From an optimization exercise on the open Yosys and OpenROAD flow, aimed at small area and a short achievable clock period; shortcuts taken in it are not production practice. Function was checked by simulation only, so behaviour that the tests miss may differ from the original. The clock cells of runs 2 to 4 come from the design's own scripts or RTL, not from TritonCTS. The clock port is modelled as an ideal driver, which makes a skipped or thinned clock tree look cheaper than it is; a real chip needs a root buffer or a tree. Power and IR drop assume default switching activity.

$ cat design/flow/config.mk
export PLATFORM = sky130hd
export DESIGN_NAME = posl_top
export DESIGN_NICKNAME = posl_top
export VERILOG_FILES = /design/flow/design.v
export SDC_FILE = /design/flow/constraint.sdc
export NUM_CORES = 4
export LEC_CHECK = 0
export CAP_MARGIN = 20
export CORE_MARGIN = 2
export CORE_UTILIZATION = 40
export CTS_CLUSTER_DIAMETER = 80
export CTS_CLUSTER_SIZE = 30
export SLEW_MARGIN = 20
export SYNTH_HIERARCHICAL = 1
export SYNTH_MINIMUM_KEEP_SIZE = 0
$ cat design/flow/constraint.sdc
create_clock -name core_clock -period 52.0 [get_ports {CLK_50}]
set_input_delay 10.4000 -clock core_clock [delete_from_list [all_inputs] [get_ports {CLK_50}]]
set_output_delay 10.4000 -clock core_clock [all_outputs]
set_load 0.01 [all_outputs]
$ cat design/flow/design.v
module full_adder (A, B, C_in, C_out, S);
input logic A, B, C_in;
output logic S, C_out;
assign S = A ^ B ^ C_in;
assign C_out = (A & B) | (C_in & (A ^ B));
endmodule
module half_adder (A, B, C_out, S);
input logic A, B;
output logic S, C_out;
assign S = A ^ B;
assign C_out = A & B;
endmodule
module posl_adder_param #(parameter W = 128) (A, B, C_in, C_out, S);
input logic [W-1:0] A, B;
input logic C_in;
output logic [W-1:0] S;
output logic C_out;
logic [W:0] c;        
logic [W-1:0] s;      
logic [W:0] u;        
logic [10:0] G, P;     
logic [10:0] GG, PP;   
logic [11:0] BC;       
assign c[0] = C_in;
genvar i;
generate
	for (i = 0; i < 18; i++) begin : b0
		full_adder fa(.A(A[i]), .B(B[i]), .C_in(c[i]), .C_out(c[i+1]), .S(s[i]));
		assign S[i] = s[i];
	end
endgenerate
assign BC[1] = c[18];
half_adder ha18(.A(A[18]), .B(B[18]), .C_out(c[19]), .S(s[18]));
generate
	for (i = 19; i < 29; i++) begin : b1
		full_adder fa(.A(A[i]), .B(B[i]), .C_in(c[i]), .C_out(c[i+1]), .S(s[i]));
	end
	for (i = 18; i < 28; i++) begin : i1
		half_adder inc(.A(s[i]), .B(u[i]), .C_out(u[i+1]), .S(S[i]));
	end
endgenerate
assign S[28] = s[28] ^ u[28];
assign G[1] = c[29];
assign P[1] = &s[28:18];
assign u[18] = BC[1];
assign GG[1] = G[1];
assign PP[1] = P[1];
half_adder ha29(.A(A[29]), .B(B[29]), .C_out(c[30]), .S(s[29]));
generate
	for (i = 30; i < 40; i++) begin : b2
		full_adder fa(.A(A[i]), .B(B[i]), .C_in(c[i]), .C_out(c[i+1]), .S(s[i]));
	end
	for (i = 29; i < 39; i++) begin : i2
		half_adder inc(.A(s[i]), .B(u[i]), .C_out(u[i+1]), .S(S[i]));
	end
endgenerate
assign S[39] = s[39] ^ u[39];
assign G[2] = c[40];
assign P[2] = &s[39:29];
assign u[29] = BC[2];
assign GG[2] = G[2] | (P[2] & GG[1]);
assign PP[2] = P[2] & PP[1];
assign BC[2] = GG[1] | (PP[1] & BC[1]);
half_adder ha40(.A(A[40]), .B(B[40]), .C_out(c[41]), .S(s[40]));
generate
	for (i = 41; i < 51; i++) begin : b3
		full_adder fa(.A(A[i]), .B(B[i]), .C_in(c[i]), .C_out(c[i+1]), .S(s[i]));
	end
	for (i = 40; i < 50; i++) begin : i3
		half_adder inc(.A(s[i]), .B(u[i]), .C_out(u[i+1]), .S(S[i]));
	end
endgenerate
assign S[50] = s[50] ^ u[50];
assign G[3] = c[51];
assign P[3] = &s[50:40];
assign u[40] = BC[3];
assign GG[3] = G[3] | (P[3] & GG[2]);
assign PP[3] = P[3] & PP[2];
assign BC[3] = GG[2] | (PP[2] & BC[1]);
half_adder ha51(.A(A[51]), .B(B[51]), .C_out(c[52]), .S(s[51]));
generate
	for (i = 52; i < 62; i++) begin : b4
		full_adder fa(.A(A[i]), .B(B[i]), .C_in(c[i]), .C_out(c[i+1]), .S(s[i]));
	end
	for (i = 51; i < 61; i++) begin : i4
		half_adder inc(.A(s[i]), .B(u[i]), .C_out(u[i+1]), .S(S[i]));
	end
endgenerate
assign S[61] = s[61] ^ u[61];
assign G[4] = c[62];
assign P[4] = &s[61:51];
assign u[51] = BC[4];
assign GG[4] = G[4] | (P[4] & GG[3]);
assign PP[4] = P[4] & PP[3];
assign BC[4] = GG[3] | (PP[3] & BC[1]);
half_adder ha62(.A(A[62]), .B(B[62]), .C_out(c[63]), .S(s[62]));
generate
	for (i = 63; i < 73; i++) begin : b5
		full_adder fa(.A(A[i]), .B(B[i]), .C_in(c[i]), .C_out(c[i+1]), .S(s[i]));
	end
	for (i = 62; i < 72; i++) begin : i5
		half_adder inc(.A(s[i]), .B(u[i]), .C_out(u[i+1]), .S(S[i]));
	end
endgenerate
assign S[72] = s[72] ^ u[72];
assign G[5] = c[73];
assign P[5] = &s[72:62];
assign u[62] = BC[5];
assign GG[5] = G[5] | (P[5] & GG[4]);
assign PP[5] = P[5] & PP[4];
assign BC[5] = GG[4] | (PP[4] & BC[1]);
half_adder ha73(.A(A[73]), .B(B[73]), .C_out(c[74]), .S(s[73]));
generate
	for (i = 74; i < 84; i++) begin : b6
		full_adder fa(.A(A[i]), .B(B[i]), .C_in(c[i]), .C_out(c[i+1]), .S(s[i]));
	end
	for (i = 73; i < 83; i++) begin : i6
		half_adder inc(.A(s[i]), .B(u[i]), .C_out(u[i+1]), .S(S[i]));
	end
endgenerate
assign S[83] = s[83] ^ u[83];
assign G[6] = c[84];
assign P[6] = &s[83:73];
assign u[73] = BC[6];
assign GG[6] = G[6] | (P[6] & GG[5]);
assign PP[6] = P[6] & PP[5];
assign BC[6] = GG[5] | (PP[5] & BC[1]);
half_adder ha84(.A(A[84]), .B(B[84]), .C_out(c[85]), .S(s[84]));
generate
	for (i = 85; i < 95; i++) begin : b7
		full_adder fa(.A(A[i]), .B(B[i]), .C_in(c[i]), .C_out(c[i+1]), .S(s[i]));
	end
	for (i = 84; i < 94; i++) begin : i7
		half_adder inc(.A(s[i]), .B(u[i]), .C_out(u[i+1]), .S(S[i]));
	end
endgenerate
assign S[94] = s[94] ^ u[94];
assign G[7] = c[95];
assign P[7] = &s[94:84];
assign u[84] = BC[7];
assign GG[7] = G[7] | (P[7] & GG[6]);
assign PP[7] = P[7] & PP[6];
assign BC[7] = GG[6] | (PP[6] & BC[1]);
half_adder ha95(.A(A[95]), .B(B[95]), .C_out(c[96]), .S(s[95]));
generate
	for (i = 96; i < 106; i++) begin : b8
		full_adder fa(.A(A[i]), .B(B[i]), .C_in(c[i]), .C_out(c[i+1]), .S(s[i]));
	end
	for (i = 95; i < 105; i++) begin : i8
		half_adder inc(.A(s[i]), .B(u[i]), .C_out(u[i+1]), .S(S[i]));
	end
endgenerate
assign S[105] = s[105] ^ u[105];
assign G[8] = c[106];
assign P[8] = &s[105:95];
assign u[95] = BC[8];
assign GG[8] = G[8] | (P[8] & GG[7]);
assign PP[8] = P[8] & PP[7];
assign BC[8] = GG[7] | (PP[7] & BC[1]);
half_adder ha106(.A(A[106]), .B(B[106]), .C_out(c[107]), .S(s[106]));
generate
	for (i = 107; i < 117; i++) begin : b9
		full_adder fa(.A(A[i]), .B(B[i]), .C_in(c[i]), .C_out(c[i+1]), .S(s[i]));
	end
	for (i = 106; i < 116; i++) begin : i9
		half_adder inc(.A(s[i]), .B(u[i]), .C_out(u[i+1]), .S(S[i]));
	end
endgenerate
assign S[116] = s[116] ^ u[116];
assign G[9] = c[117];
assign P[9] = &s[116:106];
assign u[106] = BC[9];
assign GG[9] = G[9] | (P[9] & GG[8]);
assign PP[9] = P[9] & PP[8];
assign BC[9] = GG[8] | (PP[8] & BC[1]);
half_adder ha117(.A(A[117]), .B(B[117]), .C_out(c[118]), .S(s[117]));
generate
	for (i = 118; i < 128; i++) begin : b10
		full_adder fa(.A(A[i]), .B(B[i]), .C_in(c[i]), .C_out(c[i+1]), .S(s[i]));
	end
	for (i = 117; i < 127; i++) begin : i10
		half_adder inc(.A(s[i]), .B(u[i]), .C_out(u[i+1]), .S(S[i]));
	end
endgenerate
assign S[127] = s[127] ^ u[127];
assign G[10] = c[128];
assign P[10] = &s[127:117];
assign u[117] = BC[10];
assign GG[10] = G[10] | (P[10] & GG[9]);
assign PP[10] = P[10] & PP[9];
assign BC[10] = GG[9] | (PP[9] & BC[1]);
assign C_out = GG[10] | (PP[10] & BC[1]);
assign G[0] = 1'b0;
assign P[0] = 1'b0;
assign GG[0] = 1'b0;
assign PP[0] = 1'b0;
assign BC[0] = C_in;
endmodule
module register #(parameter W = 8)
(input logic clock,
input logic [W-1:0] data_in,
output logic [W-1:0] data_out);
always_ff @(posedge clock)
data_out <= data_in;
endmodule
module register_clr #(parameter W = 1)
(input logic clock, reset,
input logic [W-1:0] data_in,
output logic [W-1:0] data_out);
always_ff @(posedge clock or negedge reset)
if (!reset)
data_out <= {W{1'b0}};
else
data_out <= data_in;
endmodule
module unit_latch #(parameter W = 1)
(input logic clock, load, hold,
input logic [W-1:0] data_in,
output logic [W-1:0] data_out);
always_ff @(posedge clock)
data_out <= ({W{load}} & data_in) | ({W{hold}} & data_out);
endmodule
module posl_top #(parameter W = 128) (A, B, C_in, C_out, S, CLK_50, reset, enable);
input logic [W-1:0] A, B;
input logic C_in;
output logic [W-1:0] S;
output logic C_out;
input logic CLK_50, reset, enable;
logic [W-1:0] R_A, R_B, Q_S;
logic R_C, L, H, Q_C_out;
register #(.W(W)) A_i (.clock(CLK_50), .data_in(A), .data_out(R_A));
register #(.W(W)) B_i (.clock(CLK_50), .data_in(B), .data_out(R_B));
register #(.W(1)) C_i (.clock(CLK_50), .data_in(C_in), .data_out(R_C));
register_clr #(.W(1)) L_i (.clock(CLK_50), .reset(reset), .data_in(enable), .data_out(L));
register_clr #(.W(1)) H_i (.clock(CLK_50), .reset(reset), .data_in(~enable), .data_out(H));
posl_adder_param #(.W(W)) DUT (.A(R_A), .B(R_B), .C_in(R_C), .C_out(Q_C_out), .S(Q_S));
unit_latch #(.W(W+1)) S_o (.clock(CLK_50), .load(L), .hold(H), .data_in({Q_C_out, Q_S}), .data_out({C_out, S}));
endmodule
$ cat design/flow/flow/run.sh
#!/bin/bash
# The standard layout (the standard.sh, ORFS from synthesis to finish), with
# the port buffers that ORFS inserts made the smallest buffer cell, buf_1,
# instead of the cell buffer_ports picks by default.  The make output goes to
# standard.log; ORFS keeps each step's log under orfs/logs/.
set -euo pipefail
bash standard.sh "BUFFER_PORTS_ARGS=-buffer_cell sky130_fd_sc_hd__buf_1" finish > standard.log 2>&1
$ cat design/flow/standard.sh
#!/bin/bash
# synth_recipe.tcl (not shown) runs the flow's synth.tcl, then flattens the netlist and writes it again
# the make line also repeats each setting of config.mk as NAME=value (left out here)
make -C /OpenROAD-flow-scripts/flow DESIGN_CONFIG=/design/flow/config.mk WORK_HOME=/design/flow/orfs CLKGATE_MAP_FILE= SYNTH_SCRIPT=/design/flow/synth_recipe.tcl "${@:-finish}"
==> impl_metrics.env, run 1 <==
export IMPL_grt_first_pass_wirelength_mm=47.9
export IMPL_ctsResizeCount=0
export IMPL_antenna_found_initial=1
export IMPL_start_util=0.405
export IMPL_syn_nets=1359
export IMPL_finalSetupViolCount=0
export IMPL_cts_buffers=19
export IMPL_drtIter0Drc=260
export IMPL_cts_sinks=388
export IMPL_synth_edf_count=0
export IMPL_clock_latency_ns=0.54
export IMPL_critical_path_buf_inv_count=1
export IMPL_grt_usage=0.173
export IMPL_nNetsFinal=1724
export IMPL_core_rowCount=67
export IMPL_core_area_mm2=0.0334
export IMPL_yosys_warnings=10
export IMPL_grt_overflow_total=0
export IMPL_grt_max_degree=83
export IMPL_layout_drive_gt1_share=0.0330
export IMPL_p_per_area_mw_per_mm2=40.0
export IMPL_wl_per_cell_um=17.9
export IMPL_fin_skew_ns=0.0293
export IMPL_cts_root_buf="clkbuf_16"
export IMPL_dp_hpwl_mm=24.0
export IMPL_wirelength_mm=30.2
export IMPL_viasPerCell=4.64
export IMPL_tightest_slew_ns=0.957
export IMPL_htree_levels=1
export IMPL_fin_crit_ns=11.51
export IMPL_antenna_left=0
export IMPL_cts_setup_buffers=0
export IMPL_worst_slack_ns=40.49
export IMPL_min_period_over_period=0.221
export IMPL_ys_ff_latch=388
export IMPL_cts_tree="yes"
export IMPL_critical_path_arrival_ns=1.11
export IMPL_pin_count=389
export IMPL_postCtsHoldBufs=0
export IMPL_end_kind="output port"
export IMPL_tns_ns=0
export IMPL_synth_commonest_cells="dfxtp_1, a22o_1, fa_1"
export IMPL_final_hold_violation_count=0
export IMPL_setup_worst_path_start_class="flop"
export IMPL_synth_area_top_cells="dfxtp_1, fa_1, ha_1"
export IMPL_vias=7847
export IMPL_cts_clk_slew_worst_paths_ns=0.11
export IMPL_dieArea_mm2=0.0354
export IMPL_synth_ff_type="dfxtp_1"
export IMPL_synth_most_common_cell="dfxtp_1"
export IMPL_clk_path_buf_depth=3
export IMPL_synthArstFlopShare=0.00515
export IMPL_cp_slowest_cell="dfxtp_1"
export IMPL_synth_avg_cell_area_um2=15.6
export IMPL_areaGrowthSynthToFinish_pct=17.0
export IMPL_grt_pass1_vias=8692
export IMPL_rsz0062_at_grt="false"
export IMPL_fp_dieW_um=188
export IMPL_whs_ns=0.477
export IMPL_syn_inst=871
export IMPL_fmax_ghz=0.0869
export IMPL_yosysUniqueCellTypes=31
export IMPL_synth_top_area_frac=0.570
export IMPL_fillCellCount=3062
export IMPL_critical_path_top_delay_family="flip-flops"
export IMPL_syn_area_mm2=0.0136
export IMPL_yosysTopAreaCell="dfxtp_1"
export IMPL_cap_violations=0
export IMPL_p_total_uw=634
export IMPL_pre_cts_ws_ns=40.84
export IMPL_hold_class="reg -> reg"
export IMPL_io_buffers=388
export IMPL_drc=0
export IMPL_cp_cell_sequence="buf_1"
export IMPL_routabilityCongestion=0.804
export IMPL_status="finished clean"
export IMPL_slew_viol_final=0
export IMPL_crit_required_ns=41.60
export IMPL_crit_path_max_fanout=2
export IMPL_crit_type="reg -> out"
export IMPL_cellLeakagePower_uw=0.00656
export IMPL_drtPass1Iterations=4
export IMPL_vdd_drop_max_v=0.0000267
export IMPL_cpPeakStageDelay_ns=0.36
export IMPL_utilization=0.474
export IMPL_die_y_um=188
export IMPL_slew_headroom=0.362
export IMPL_synth_seq_area_share=0.574
routing by layer:
layer	vias up	routed length [µm]	global-route usage	part of all wire
met2	271	15000	0.305	0.50
met5	-	0	0	0
li1	3774	-	-	-
met3	41	2280	0.0468	0.076
met4	0	860	0.0472	0.028
met1	3761	12100	0.207	0.40
path summary, 6_finish.rpt:
path / start / end / slack, ns / cells past startpoint
worst max-delay path: S_o.data_out[24] / S[24] / 40.49 / 1
worst min-delay path: S_o.data_out[55] / S_o.data_out[55] / 0.48 / 1
worst max register to register: A_i.data_out[0] / S_o.data_out[127] / 40.92 / 36
worst min register to register: S_o.data_out[55] / S_o.data_out[55] / 0.48 / 1
max in group asynchronous: reset / L_i.data_out / 42.22 / 1
min in group asynchronous: reset / H_i.data_out / 9.64 / 1
modules after synthesis, one instance, submodules excluded, excerpt:
| module | cells inside | copies in the design | flops+latches |
|---|---|---|---|
| half_adder | 1 | 110 | 0 |
| full_adder | 1 | 118 | 0 |
| posl_top | 1 | 1 | 0 |
metrics by stage:
| stage | std cells | area, µm² |
|---|---|---|
| floorplan | 871 | 13600 |
| global placement | 1663 | 15200 |
| detailed placement | 1663 | 15200 |
| CTS | 1691 | 15900 |
| global route | 1691 | 15900 |
| finish | 1692 | 15900 |
where the power goes:
group | total (µW) | leakage [µW] | switching (µW) | internal (µW)
Sequential | 348 | 0.00328 | 19.1 | 329
Combinational | 109 | 0.00297 | 58.1 | 51.4
Clock | 177 | 0.000304 | 99.2 | 77.5
cells in the final DEF, fill, tap and decap left out, types with 2 or more instances in the layout:
| cell type | netlist | final |
|---|---|---|
| inv_1 | 5 | 5 |
| clkinv_8 | 0 | 3 |
| inv_16 | 0 | 2 |
| o21ai_0 | 3 | 3 |
| buf_1 | 0 | 388 |
| nor3_2 | 2 | 2 |
| nand3_1 | 9 | 9 |
| nor3_1 | 9 | 9 |
| dfrtp_4 | 0 | 2 |
| ha_1 | 110 | 110 |
| clkbuf_16 | 0 | 19 |
| nand4_1 | 18 | 18 |
| nand2_1 | 3 | 3 |
| a21o_1 | 3 | 3 |
| dfxtp_1 | 386 | 386 |
| a22o_1 | 129 | 129 |
| buf_4 | 21 | 2 |
| xor2_1 | 10 | 10 |
| nand4_2 | 3 | 3 |
| a21oi_1 | 3 | 3 |
| fa_1 | 118 | 118 |
logic make-up (layout without fill, tap and decap cells):
logic type                 Yosys count  count (layout)  synth area share
and+or+nand+nor                     50              50            0.0242
buffers and inverters               51             423            0.0278
AOI/OAI and AO/OA                  144             144            0.0919
DFF                                388             388             0.574
other                                0               1                 0
adders and majority gates          228             228             0.276
xor gates and xnor gates            10              10           0.00646
area by class of cell:
class	count	area [µm²]	share of cell area
flip-flops and latches	388	7780	0.491
multi-input cells	432	5400	0.340
repair buffers	390	1470	0.0928
well taps	448	561	0.0353
clock buffers	20	489	0.0308
clock inverters	8	136	0.00860
inverters	5	18.8	0.00118
diodes	1	2.50	0.000158
state kept, by name (all words and copies together), names as in the netlist:
signal	count
S_o.data_out	129
B_i.data_out	128
H_i.data_out	1
A_i.data_out	128
L_i.data_out	1
C_i.data_out	1
==> run 2: changes to the inputs <==
==> design/flow/flow/run.sh (replaced) <==
#!/bin/bash
# Layout: the standard flow (standard.sh) to placement, with the port
# buffers made buf_1 cells; then the clock tree from flow/cts.tcl in place of
# ORFS's clock tree synthesis; then the standard flow again from global
# routing to the end.  Each tool's output goes to a log file in this folder.
set -euo pipefail
B="BUFFER_PORTS_ARGS=-buffer_cell sky130_fd_sc_hd__buf_1"
bash standard.sh "$B" place > standard_place.log 2>&1
export RD=orfs/results/$FLOW_PLATFORM/posl_top/base
export CTS_MID_DEPTH=2 CTS_LEAF_DEPTH=2
export CTS_MID_CELL=sky130_fd_sc_hd__clkbuf_16 CTS_LEAF_CELL=sky130_fd_sc_hd__clkbuf_16
openroad -no_init -exit flow/cts.tcl > cts.log 2>&1
mkdir -p orfs/logs/$FLOW_PLATFORM/posl_top/base
cp cts.log orfs/logs/$FLOW_PLATFORM/posl_top/base/4_1_cts.log
bash standard.sh "$B" finish > standard_finish.log 2>&1
==> design/flow/flow/cts.tcl (new file) <==
# Clock tree for this design, built in place of TritonCTS: the clock port
# drives NMID buffers, each of which drives NLEAF leaf buffers, each of which
# drives one cluster of flip-flops.  The clusters come from splitting the
# placed flip-flops in halves at the median, along the wider side, so every
# flip-flop sees the same two buffer stages.
set platform_dir $::env(FLOW_HOME)/platforms/$::env(FLOW_PLATFORM)
set rd $::env(RD)
set nmid_depth $::env(CTS_MID_DEPTH)
set nleaf_depth $::env(CTS_LEAF_DEPTH)
set mid_cell $::env(CTS_MID_CELL)
set leaf_cell $::env(CTS_LEAF_CELL)

read_liberty $platform_dir/lib/sky130_fd_sc_hd__tt_025C_1v80.lib
read_db $rd/3_place.odb
read_sdc $rd/3_place.sdc
source $platform_dir/setRC.tcl

set db [ord::get_db]
set block [ord::get_db_block]
set clk_net [$block findNet CLK_50]

# the clock pins on the clock net, with their locations
set items {}
foreach it [$clk_net getITerms] {
  set inst [$it getInst]
  lassign [$inst getLocation] x y
  set m [$inst getMaster]
  lappend items [list [expr {$x + [$m getWidth] / 2}] [expr {$y + [$m getHeight] / 2}] $it]
}
puts "clock sinks: [llength $items]"

proc bisect {items depth} {
  if {$depth == 0} { return [list $items] }
  set xs {}; set ys {}
  foreach i $items { lappend xs [lindex $i 0]; lappend ys [lindex $i 1] }
  set xs [lsort -integer $xs]; set ys [lsort -integer $ys]
  set ax [expr {[lindex $xs end] - [lindex $xs 0] >= [lindex $ys end] - [lindex $ys 0] ? 0 : 1}]
  set s [lsort -integer -index $ax $items]
  set h [expr {[llength $s] / 2}]
  return [concat [bisect [lrange $s 0 [expr {$h - 1}]] [expr {$depth - 1}]] \
                 [bisect [lrange $s $h end] [expr {$depth - 1}]]]
}

proc centroid {items} {
  set sx 0; set sy 0
  foreach i $items { set sx [expr {$sx + [lindex $i 0]}]; set sy [expr {$sy + [lindex $i 1]}] }
  set n [llength $items]
  return [list [expr {$sx / $n}] [expr {$sy / $n}]]
}

set n 0
proc add_buffer {name master x y in_net} {
  global block
  set inst [odb::dbInst_create $block $master $name]
  set w [$master getWidth]; set h [$master getHeight]
  $inst setLocation [expr {int($x - $w / 2)}] [expr {int($y - $h / 2)}]
  $inst setPlacementStatus PLACED
  set net [odb::dbNet_create $block ${name}_net]
  $net setSigType CLOCK
  [$inst findITerm A] connect $in_net
  [$inst findITerm X] connect $net
  return [list $inst $net]
}

set mid_master [$db findMaster $mid_cell]
set leaf_master [$db findMaster $leaf_cell]
set mi 0
foreach mg [bisect $items $nmid_depth] {
  set leaves [bisect $mg $nleaf_depth]
  set lc {}
  foreach lg $leaves { lappend lc [concat [centroid $lg] x] }
  lassign [centroid $lc] mx my
  lassign [add_buffer clkmid_$mi $mid_master $mx $my $clk_net] minst mnet
  set li 0
  foreach lg $leaves {
    lassign [centroid $lg] lx ly
    lassign [add_buffer clkleaf_${mi}_$li $leaf_master $lx $ly $mnet] linst lnet
    foreach i $lg {
      set it [lindex $i 2]
      $it disconnect
      $it connect $lnet
    }
    incr li
  }
  incr mi
}
global_connect

set_propagated_clock [all_clocks]
estimate_parasitics -placement
detailed_placement
check_placement -verbose
estimate_parasitics -placement
report_clock_latency
report_check_types -max_slew -max_capacitance -max_fanout -violators
report_worst_slack -max
report_worst_slack -min

write_db $rd/4_1_cts.odb
write_sdc -no_timestamp $rd/4_cts.sdc
--- a/design/flow/config.mk
+++ b/design/flow/config.mk
@@ -8,8 +8,6 @@
 export CAP_MARGIN = 20
 export CORE_MARGIN = 2
 export CORE_UTILIZATION = 40
-export CTS_CLUSTER_DIAMETER = 80
-export CTS_CLUSTER_SIZE = 30
 export SLEW_MARGIN = 20
 export SYNTH_HIERARCHICAL = 1
 export SYNTH_MINIMUM_KEEP_SIZE = 0
==> impl_metrics.env, run 2 <==
export IMPL_p_total_uw=613
export IMPL_antenna_left=0
export IMPL_status="finished clean"
export IMPL_switching_share=0.266
export IMPL_final_cell_mix="buf_1, dfxtp_1, a22o_1, fa_1, ha_1"
export IMPL_syn_nets=1359
export IMPL_fillCellCount=3074
export IMPL_core_area_mm2=0.0334
export IMPL_whs_ns=0.477
export IMPL_synth_most_common_cell="dfxtp_1"
export IMPL_grt_overflow_total=0
export IMPL_synth_edf_count=0
export IMPL_dp_hpwl_mm=24.0
export IMPL_slew_viol_final=0
export IMPL_stdcell_area_mm2=0.0157
export IMPL_placed_cell_area_mm2=0.0152
export IMPL_critical_path_buf_inv_count=1
export IMPL_tightest_slew_ns=0.972
export IMPL_wl_per_cell_um=17.9
export IMPL_use_met2=0.304
export IMPL_grt_pass1_vias=8720
export IMPL_nNetsFinal=1725
export IMPL_synthArstFlopShare=0.00515
export IMPL_max_flop_register="S_o.data_out"
export IMPL_grt_first_pass_wirelength_mm=47.7
export IMPL_setup_worst_path_start_class="flop"
export IMPL_crit_path_max_fanout=2
export IMPL_synth_area_top_cells="dfxtp_1, fa_1, ha_1"
export IMPL_cap_violations=0
export IMPL_critical_path_arrival_ns=0.90
export IMPL_crit_required_ns=41.60
export IMPL_start_util=0.405
export IMPL_fp_dieW_um=188
export IMPL_reg_largest_list="S_o.data_out: 129 flops, A_i.data_out: 128 flops, B_i.data_out: 128 flops"
export IMPL_cts_clk_slew_worst_paths_ns=0.10
export IMPL_yosysTopAreaCell="dfxtp_1"
export IMPL_drc=0
export IMPL_dieArea_mm2=0.0354
export IMPL_comb_power_share=0.178
export IMPL_cp_cell_sequence="buf_1"
export IMPL_die_y_um=188
export IMPL_core_rowCount=67
export IMPL_tns_ns=0
export IMPL_largest_reg_flops=129
export IMPL_ys_ff_latch=388
export IMPL_fin_crit_ns=11.30
export IMPL_grt_max_degree=83
export IMPL_yosys_warnings=10
export IMPL_vias=7825
export IMPL_wirelength_mm=30.2
export IMPL_syn_area_mm2=0.0136
export IMPL_hold_class="reg -> reg"
export IMPL_routabilityCongestion=0.804
export IMPL_clock_latency_ns=0.33
export IMPL_p_per_area_mw_per_mm2=39.0
export IMPL_min_period_over_period=0.217
export IMPL_syn_inst=871
export IMPL_vdd_drop_max_v=0.0000310
export IMPL_finalSetupViolCount=0
export IMPL_grt_busiest_layer="met2"
export IMPL_synth_ff_type="dfxtp_1"
export IMPL_areaGrowthSynthToFinish_pct=16.1
export IMPL_slew_headroom=0.352
export IMPL_p_sw_uw=163
export IMPL_crit_type="reg -> out"
export IMPL_yosysUniqueCellTypes=31
export IMPL_use_met3=0.0365
export IMPL_end_kind="output port"
export IMPL_cp_slowest_cell="dfxtp_1"
export IMPL_grt_usage=0.170
export IMPL_hp_start="S_o.data_out[82]"
export IMPL_io_buffers=388
export IMPL_final_common_cell="buf_1"
export IMPL_antenna_found_initial=0
export IMPL_synth_avg_cell_area_um2=15.6
export IMPL_p_clk_frac=0.254
export IMPL_pin_count=389
export IMPL_rsz0062_at_grt="false"
export IMPL_critical_path_top_delay_family="flip-flops"
export IMPL_fmax_ghz=0.0885
export IMPL_p_int_uw=450
export IMPL_use_met1=0.208
export IMPL_cp_startpoint="S_o.data_out[69]"
export IMPL_synth_seq_area_share=0.574
export IMPL_synth_commonest_cells="dfxtp_1, a22o_1, fa_1"
export IMPL_layout_drive_gt1_share=0.0267
export IMPL_fin_skew_ns=0.0189
export IMPL_drtPass1Iterations=4
export IMPL_drtIter0Drc=243
export IMPL_viasPerCell=4.65
export IMPL_cpPeakStageDelay_ns=0.34
export IMPL_pwr_share_seq=0.568
export IMPL_cellLeakagePower_uw=0.00650
export IMPL_rr_startpoint="A_i.data_out[0]"
export IMPL_final_hold_violation_count=0
export IMPL_diodes=0
export IMPL_synth_top_area_frac=0.570
run 2: final cells by class:
cell class / instances / area (µm²) / area share
Inverter: 5 / 18.8 / 0.00119
Buffer: 20 / 500 / 0.0318
Timing Repair Buffer: 390 / 1470 / 0.0935
Tap cell: 448 / 561 / 0.0356
Sequential cell: 388 / 7780 / 0.495
Multi-Input combinational cell: 432 / 5400 / 0.343
run 2: metal layers:
layer | vias up | share of wire
met3 | 48 | 0.072
li1 | 3762 | -
met2 | 257 | 0.50
met4 | 0 | 0.027
met5 | - | 0
met1 | 3758 | 0.40
run 2: per-stage QoR:
stage | setup slack (ns) | instances | utilization
6_report | 40.70 | 1683 | 0.470
2_1_floorplan | 41.25 | 871 | -
3_3_place_gp | 40.94 | 1663 | 0.456
3_5_place_dp | 40.84 | 1663 | 0.456
5_1_grt | 40.39 | 1683 | 0.470
run 2: path summary, 6_finish.rpt:
| path | endpoint | slack (ns) | cells past startpoint |
|---|---|---|---|
| min | S_o.data_out[82] | 0.48 | 1 |
| min in group asynchronous | L_i.data_out | 9.84 | 1 |
| max | S[69] | 40.70 | 1 |
| max reg2reg | S_o.data_out[127] | 40.94 | 36 |
| max in group asynchronous | H_i.data_out | 42.02 | 1 |
| min reg2reg | S_o.data_out[82] | 0.48 | 1 |
run 2: cells by family (layout without fill, tap and decap cells):
kind of cell / after synthesis / count (layout) / share of synthesized area
fa+ha+maj: 228 / 228 / 0.276
buf+inv: 51 / 415 / 0.0278
simple gates: 50 / 50 / 0.0242
flops: 388 / 388 / 0.574
xor+xnor: 10 / 10 / 0.00646
compound gates: 144 / 144 / 0.0919
run 2: per-module statistics from Yosys, one instance, submodules excluded, excerpt:
module	cells	area [µm²]
half_adder	1	12.5
full_adder	1	20.0
posl_top	1	3.75
run 2: power by group through the flow:
stage | combinational [µW] | sequential, µW | clock [µW]
floorplan | 60.4 | 361 | 0
global placement | 111 | 354 | 0
detailed placement | 111 | 355 | 0
global route | 123 | 352 | 170
finish | 109 | 348 | 155
==> run 3: changes to the inputs <==
--- a/design/flow/flow/run.sh
+++ b/design/flow/flow/run.sh
@@ -7,8 +7,8 @@
 B="BUFFER_PORTS_ARGS=-buffer_cell sky130_fd_sc_hd__buf_1"
 bash standard.sh "$B" place > standard_place.log 2>&1
 export RD=orfs/results/$FLOW_PLATFORM/posl_top/base
-export CTS_MID_DEPTH=2 CTS_LEAF_DEPTH=2
-export CTS_MID_CELL=sky130_fd_sc_hd__clkbuf_16 CTS_LEAF_CELL=sky130_fd_sc_hd__clkbuf_16
+export CTS_MIDS=4 CTS_LEAVES_PER_MID=2
+export CTS_MID_CELL=sky130_fd_sc_hd__clkinv_16 CTS_LEAF_CELL=sky130_fd_sc_hd__clkinv_16
 openroad -no_init -exit flow/cts.tcl > cts.log 2>&1
 mkdir -p orfs/logs/$FLOW_PLATFORM/posl_top/base
 cp cts.log orfs/logs/$FLOW_PLATFORM/posl_top/base/4_1_cts.log
--- a/design/flow/flow/cts.tcl
+++ b/design/flow/flow/cts.tcl
@@ -5,8 +5,8 @@
 # flip-flop sees the same two buffer stages.
 set platform_dir $::env(FLOW_HOME)/platforms/$::env(FLOW_PLATFORM)
 set rd $::env(RD)
-set nmid_depth $::env(CTS_MID_DEPTH)
-set nleaf_depth $::env(CTS_LEAF_DEPTH)
+set nmid $::env(CTS_MIDS)
+set nleaf $::env(CTS_LEAVES_PER_MID)
 set mid_cell $::env(CTS_MID_CELL)
 set leaf_cell $::env(CTS_LEAF_CELL)
 
@@ -29,16 +29,19 @@
 }
 puts "clock sinks: [llength $items]"
 
-proc bisect {items depth} {
-  if {$depth == 0} { return [list $items] }
+# split items into n groups of nearly equal size: first along the wider
+# side into two parts sized in proportion, then each part recursively
+proc bisect {items n} {
+  if {$n <= 1} { return [list $items] }
   set xs {}; set ys {}
   foreach i $items { lappend xs [lindex $i 0]; lappend ys [lindex $i 1] }
   set xs [lsort -integer $xs]; set ys [lsort -integer $ys]
   set ax [expr {[lindex $xs end] - [lindex $xs 0] >= [lindex $ys end] - [lindex $ys 0] ? 0 : 1}]
   set s [lsort -integer -index $ax $items]
-  set h [expr {[llength $s] / 2}]
-  return [concat [bisect [lrange $s 0 [expr {$h - 1}]] [expr {$depth - 1}]] \
-                 [bisect [lrange $s $h end] [expr {$depth - 1}]]]
+  set n1 [expr {$n / 2}]
+  set h [expr {([llength $s] * $n1 + $n / 2) / $n}]
+  return [concat [bisect [lrange $s 0 [expr {$h - 1}]] $n1] \
+                 [bisect [lrange $s $h end] [expr {$n - $n1}]]]
 }
 
 proc centroid {items} {
@@ -57,16 +60,18 @@
   $inst setPlacementStatus PLACED
   set net [odb::dbNet_create $block ${name}_net]
   $net setSigType CLOCK
-  [$inst findITerm A] connect $in_net
-  [$inst findITerm X] connect $net
+  foreach it [$inst getITerms] {
+    if {[$it isInputSignal]} { $it connect $in_net }
+    if {[$it isOutputSignal]} { $it connect $net }
+  }
   return [list $inst $net]
 }
 
 set mid_master [$db findMaster $mid_cell]
 set leaf_master [$db findMaster $leaf_cell]
 set mi 0
-foreach mg [bisect $items $nmid_depth] {
-  set leaves [bisect $mg $nleaf_depth]
+foreach mg [bisect $items $nmid] {
+  set leaves [bisect $mg $nleaf]
   set lc {}
   foreach lg $leaves { lappend lc [concat [centroid $lg] x] }
   lassign [centroid $lc] mx my
==> impl_metrics.env, run 3 <==
export IMPL_r2r_end="S_o.data_out[127]"
export IMPL_tightest_slew_ns=0.959
export IMPL_diodes=0
export IMPL_setup_worst_path_start_class="flop"
export IMPL_grt_pass1_vias=8620
export IMPL_synth_commonest_cells="dfxtp_1, a22o_1, fa_1"
export IMPL_placed_cell_area_mm2=0.0152
export IMPL_cp_startpoint="S_o.data_out[105]"
export IMPL_vdd_drop_max_v=0.0000286
export IMPL_max_flop_register="S_o.data_out"
export IMPL_synth_top_area_frac=0.570
export IMPL_finalSetupViolCount=0
export IMPL_fin_skew_ns=0.0264
export IMPL_fp_dieW_um=188
export IMPL_yosysUniqueCellTypes=31
export IMPL_cts_clk_slew_worst_paths_ns=0.11
export IMPL_antenna_left=0
export IMPL_hold_depth=1
export IMPL_start_util=0.405
export IMPL_largest_reg_flops=129
export IMPL_fin_crit_ns=11.17
export IMPL_grt_first_pass_wirelength_mm=47.5
export IMPL_drtIter0Drc=270
export IMPL_synth_area_top_cells="dfxtp_1, fa_1, ha_1"
export IMPL_syn_area_mm2=0.0136
export IMPL_hold_class="reg -> reg"
export IMPL_dp_hpwl_mm=24.0
export IMPL_pin_count=389
export IMPL_grt_overflow_total=0
export IMPL_stdcell_area_mm2=0.0156
export IMPL_slew_headroom=0.360
export IMPL_layout_drive_gt1_share=0.0204
export IMPL_final_hold_violation_count=0
export IMPL_slew_viol_final=0
export IMPL_utilization=0.466
export IMPL_reg_largest_list="S_o.data_out: 129 flops, A_i.data_out: 128 flops, B_i.data_out: 128 flops"
export IMPL_synth_ff_type="dfxtp_1"
export IMPL_synth_avg_cell_area_um2=15.6
export IMPL_drc=0
export IMPL_wl_per_cell_um=17.9
export IMPL_io_buffers=388
export IMPL_crit_path_max_fanout=2
export IMPL_cp_slowest_cell="dfxtp_1"
export IMPL_min_period_over_period=0.215
export IMPL_core_area_mm2=0.0334
export IMPL_synth_most_common_cell="dfxtp_1"
export IMPL_areaGrowthSynthToFinish_pct=15.1
export IMPL_r2r_slack_ns=40.94
export IMPL_viasPerCell=4.65
export IMPL_syn_inst=871
export IMPL_wl_met1_mm=12.0
export IMPL_synthArstFlopShare=0.00515
export IMPL_r2r_worst_path_cells=36
export IMPL_synth_edf_count=0
export IMPL_fmax_ghz=0.0895
export IMPL_nNetsFinal=1717
export IMPL_clock_latency_ns=0.19
export IMPL_crit_type="reg -> out"
export IMPL_ys_ff_latch=388
export IMPL_cp_depth=1
export IMPL_rr_startpoint="A_i.data_out[0]"
export IMPL_critical_path_arrival_ns=0.77
export IMPL_p_per_area_mw_per_mm2=36.7
export IMPL_die_y_um=188
export IMPL_final_cell_mix="buf_1, dfxtp_1, a22o_1, fa_1, ha_1"
export IMPL_fillCellCount=3090
export IMPL_status="finished clean"
export IMPL_cellLeakagePower_uw=0.00639
export IMPL_wl_met2_mm=15.1
export IMPL_grt_usage=0.169
export IMPL_crit_required_ns=41.60
export IMPL_wl_met3_mm=2.10
export IMPL_syn_nets=1359
export IMPL_rsz0062_at_grt="false"
export IMPL_synth_seq_area_share=0.574
export IMPL_cap_violations=0
export IMPL_final_common_cell="buf_1"
export IMPL_core_rowCount=67
export IMPL_antenna_found_initial=0
export IMPL_cpPeakStageDelay_ns=0.37
export IMPL_critical_path_buf_inv_count=1
export IMPL_drtPass1Iterations=4
export IMPL_yosysTopAreaCell="dfxtp_1"
export IMPL_wirelength_mm=29.9
export IMPL_whs_endpoint="S_o.data_out[55]"
export IMPL_hp_start="S_o.data_out[55]"
export IMPL_routabilityCongestion=0.804
export IMPL_cp_cell_sequence="buf_1"
export IMPL_vias=7783
export IMPL_grt_max_degree=83
export IMPL_critical_path_top_delay_family="flip-flops"
export IMPL_highest_layer="met4"
export IMPL_p_total_uw=573
export IMPL_yosys_warnings=10
export IMPL_tns_ns=0
export IMPL_dieArea_mm2=0.0354
export IMPL_end_kind="output port"
[run 3: cell counts after synthesis]
Identical to the previous run, type by type.
[run 3: cells by family after synthesis]
kind of cell               after synthesis  synth area share
adders and majority gates              228             0.276
buffers and inverters                   51            0.0278
DFF                                    388             0.574
xor gates and xnor gates                10           0.00646
AOI/OAI and AO/OA                      144            0.0919
and+or+nand+nor                         50            0.0242
[run 3: worst max path at each step]
stage	end
floorplan	C_out
global placement	S_o.data_out[127]
detailed placement	S_o.data_out[127]
global route	S_o.data_out[127]
finish	S[105]
[run 3: stage by stage]
stage / setup slack, ns / cells / hold WS, ns
2_1_floorplan: 41.25 / 871 / 0.511
3_3_place_gp: 40.94 / 1663 / 0.453
3_5_place_dp: 40.84 / 1663 / 0.451
5_1_grt: 40.38 / 1675 / 0.490
6_report: 40.83 / 1675 / 0.476
[run 3: cell type report]
class | instances | area (µm²) | share of cell area
inverter | 17 | 379 | 0.0243
multi-input combinational | 432 | 5400 | 0.346
tap | 448 | 561 | 0.0359
sequential | 388 | 7780 | 0.499
timing repair buffer | 390 | 1470 | 0.0943
[run 3: Yosys stat by module, one instance, submodules excluded, excerpt]
module      area [µm²]  cells inside  flip-flops and latches  copies in the design
full_adder        20.0             1                       0                   118
posl_top          3.75             1                       0                     1
half_adder        12.5             1                       0                   110
[run 3: where the power goes]
group | internal (µW) | switching [µW]
clock | 20.5 | 94.3
sequential | 329 | 19.2
combinational | 51.4 | 58.1
[run 3: per-layer routing]
metal  global-route usage  up-vias
met5                    0        -
met3               0.0363       34
met2                0.304      256
met1                0.208     3756
li1                     -     3737
met4               0.0327        0
==> run 4: changes to the inputs <==
--- a/design/flow/flow/run.sh
+++ b/design/flow/flow/run.sh
@@ -8,7 +8,7 @@
 bash standard.sh "$B" place > standard_place.log 2>&1
 export RD=orfs/results/$FLOW_PLATFORM/posl_top/base
 export CTS_MIDS=4 CTS_LEAVES_PER_MID=2
-export CTS_MID_CELL=sky130_fd_sc_hd__clkinv_16 CTS_LEAF_CELL=sky130_fd_sc_hd__clkinv_16
+export CTS_MID_CELL=sky130_fd_sc_hd__clkinv_8 CTS_LEAF_CELL=sky130_fd_sc_hd__clkinv_16
 openroad -no_init -exit flow/cts.tcl > cts.log 2>&1
 mkdir -p orfs/logs/$FLOW_PLATFORM/posl_top/base
 cp cts.log orfs/logs/$FLOW_PLATFORM/posl_top/base/4_1_cts.log
==> impl_metrics.env, run 4 <==
export IMPL_status="finished clean"
export IMPL_tightest_slew_ns=0.960
export IMPL_endpoint="S[105]"
export IMPL_drtIter0Drc=256
export IMPL_cellLeakagePower_uw=0.00637
export IMPL_dp_hpwl_mm=24.0
export IMPL_end_kind="output port"
export IMPL_cp_startpoint="S_o.data_out[105]"
export IMPL_yosys_warnings=10
export IMPL_wl_met3_mm=2.29
export IMPL_synth_avg_cell_area_um2=15.6
export IMPL_hold_depth=1
export IMPL_fin_skew_ns=0.0262
export IMPL_r2r_slack_ns=40.92
export IMPL_cp_slowest_cell="dfxtp_1"
export IMPL_grt_pass1_vias=8623
export IMPL_setup_worst_path_start_class="flop"
export IMPL_grt_first_pass_wirelength_mm=47.5
export IMPL_vdd_drop_max_v=0.0000286
export IMPL_p_sw_uw=172
export IMPL_synth_ff_type="dfxtp_1"
export IMPL_final_cell_mix="buf_1, dfxtp_1, a22o_1, fa_1, ha_1"
export IMPL_r2r_end="S_o.data_out[127]"
export IMPL_synth_seq_area_share=0.574
export IMPL_slew_viol_final=0
export IMPL_pwr_share_seq=0.612
export IMPL_viasPerCell=4.62
export IMPL_nNetsFinal=1717
export IMPL_wl_met2_mm=15.1
export IMPL_io_buffers=388
export IMPL_core_area_mm2=0.0334
export IMPL_crit_path_max_fanout=2
export IMPL_dieArea_mm2=0.0354
export IMPL_tns_ns=0
export IMPL_switching_share=0.302
export IMPL_core_rowCount=67
export IMPL_synth_area_top_cells="dfxtp_1, fa_1, ha_1"
export IMPL_cpPeakStageDelay_ns=0.37
export IMPL_start_util=0.405
export IMPL_worst_slack_ns=40.80
export IMPL_yosysUniqueCellTypes=31
export IMPL_cp_depth=1
export IMPL_die_y_um=188
export IMPL_synth_commonest_cells="dfxtp_1, a22o_1, fa_1"
export IMPL_p_total_uw=569
export IMPL_r2r_worst_path_cells=36
export IMPL_placed_cell_area_mm2=0.0152
export IMPL_comb_power_share=0.192
export IMPL_critical_path_buf_inv_count=1
export IMPL_ys_ff_latch=388
export IMPL_synth_most_common_cell="dfxtp_1"
export IMPL_pre_cts_ws_ns=40.84
export IMPL_grt_overflow_total=0
export IMPL_crit_required_ns=41.60
export IMPL_reg_largest_list="S_o.data_out: 129 flops, A_i.data_out: 128 flops, B_i.data_out: 128 flops"
export IMPL_grt_usage=0.169
export IMPL_max_flop_register="S_o.data_out"
export IMPL_p_int_uw=397
export IMPL_drtPass1Iterations=4
export IMPL_vias=7742
export IMPL_p_clk_frac=0.195
export IMPL_layout_drive_gt1_share=0.0204
export IMPL_drc=0
export IMPL_largest_reg_flops=129
export IMPL_wl_per_cell_um=17.9
export IMPL_fp_dieW_um=188
export IMPL_yosysTopAreaCell="dfxtp_1"
export IMPL_cts_clk_slew_worst_paths_ns=0.11
export IMPL_antenna_found_initial=0
export IMPL_critical_path_arrival_ns=0.80
export IMPL_cap_violations=0
export IMPL_final_hold_violation_count=0
export IMPL_clock_latency_ns=0.22
export IMPL_syn_nets=1359
export IMPL_syn_inst=871
export IMPL_fmax_ghz=0.0893
export IMPL_highest_layer="met4"
export IMPL_routabilityCongestion=0.804
export IMPL_wl_met1_mm=12.0
export IMPL_synth_edf_count=0
export IMPL_critical_path_top_delay_family="flip-flops"
export IMPL_slew_headroom=0.360
export IMPL_pin_count=389
export IMPL_synth_top_area_frac=0.570
export IMPL_p_per_area_mw_per_mm2=36.6
export IMPL_finalSetupViolCount=0
export IMPL_final_common_cell="buf_1"
export IMPL_crit_type="reg -> out"
export IMPL_stdcell_area_mm2=0.0155
export IMPL_antenna_left=0
export IMPL_diodes=0
export IMPL_areaGrowthSynthToFinish_pct=14.7
export IMPL_wirelength_mm=30.0
export IMPL_min_period_over_period=0.215
export IMPL_rsz0062_at_grt="false"
export IMPL_synthArstFlopShare=0.00515
export IMPL_fin_crit_ns=11.20
export IMPL_syn_area_mm2=0.0136
export IMPL_rr_startpoint="A_i.data_out[0]"
export IMPL_cp_cell_sequence="buf_1"
export IMPL_grt_max_degree=83
export IMPL_hold_class="reg -> reg"
[run 4: final cells by class]
cell class                 instances  area, µm²
multi-input combinational        432       5400
inverter                          17        324
tap                              448        561
fill                            3096      17900
sequential                       388       7780
timing repair buffer             390       1470
[run 4: routing by layer]
layer / vias up / GRT usage
li1: 3739 / -
met1: 3711 / 0.208
met2: 261 / 0.304
met3: 31 / 0.0391
met4: 0 / 0.0282
met5: - / 0
[run 4: cells by family after synthesis]
kind of cell	count (synthesis)	share of synthesized area
DFF	388	0.574
buffers and inverters	51	0.0278
AOI/OAI and AO/OA	144	0.0919
adders and majority gates	228	0.276
and+or+nand+nor	50	0.0242
xor gates and xnor gates	10	0.00646
[run 4: through the flow]
step | util | cells | hold WS [ns]
finish | 0.465 | 1675 | 0.478
global route | 0.465 | 1675 | 0.490
detailed placement | 0.456 | 1663 | 0.451
global placement | 0.456 | 1663 | 0.453
floorplan | - | 871 | 0.511
[run 4: power groups by stage]
stage / registers, µW / clock network [µW] / logic, µW
finish: 348 / 111 / 109
detailed placement: 355 / 0 / 111
global placement: 354 / 0 / 111
global route: 353 / 126 / 123
floorplan: 361 / 0 / 60.4
[run 4: how the worst min path moves through the flow]
stage / from / to
3_3_place_gp: S_o.data_out[87] / S_o.data_out[87]
6_report: S_o.data_out[55] / S_o.data_out[55]
5_1_grt: S_o.data_out[66] / S_o.data_out[66]
3_5_place_dp: S_o.data_out[25] / S_o.data_out[25]
2_1_floorplan: S_o.data_out[128] / S_o.data_out[128]
[run 4: modules after synthesis (local to each module, per instance), excerpt]
| module | flip-flops and latches | cells | area [µm²] | times used |
|---|---|---|---|---|
| half_adder | 0 | 1 | 12.5 | 110 |
| full_adder | 0 | 1 | 20.0 | 118 |
| posl_top | 0 | 1 | 3.75 | 1 |

separate check: timing with driven ports:
No port has a modelled driver above. Below, the same layouts with a new extraction and two added sets of constraints. Step 1 (the two cells are an assumption about what drives the block):
set clk [get_ports {CLK_50}]
set_driving_cell -lib_cell sky130_fd_sc_hd__clkbuf_16 $clk
set_driving_cell -lib_cell sky130_fd_sc_hd__buf_2 [delete_from_list [all_inputs] $clk]
Step 2 times the ports against the registers' clock, not the clock port: input delays grow and output delays shrink by t, the midpoint of the rising clock arrivals with the driver on. Slacks: ideal / step 1 / step 2; pairs: ideal / step 1.
run | shift t [ns] | slack for setup (ns) | clock arrival spread, ns
run 1 | 0.572 | 40.487 / 40.437 / 40.925 | 0.029 / 0.029
run 2 | 0.424 | 40.698 / 40.593 / 40.940 | 0.019 / 0.019
run 3 | 0.400 | 40.828 / 40.599 / 40.939 | 0.027 / 0.027
run 4 | 0.373 | 40.800 / 40.631 / 40.922 | 0.026 / 0.026
After both steps every run listed still meets setup and hold.
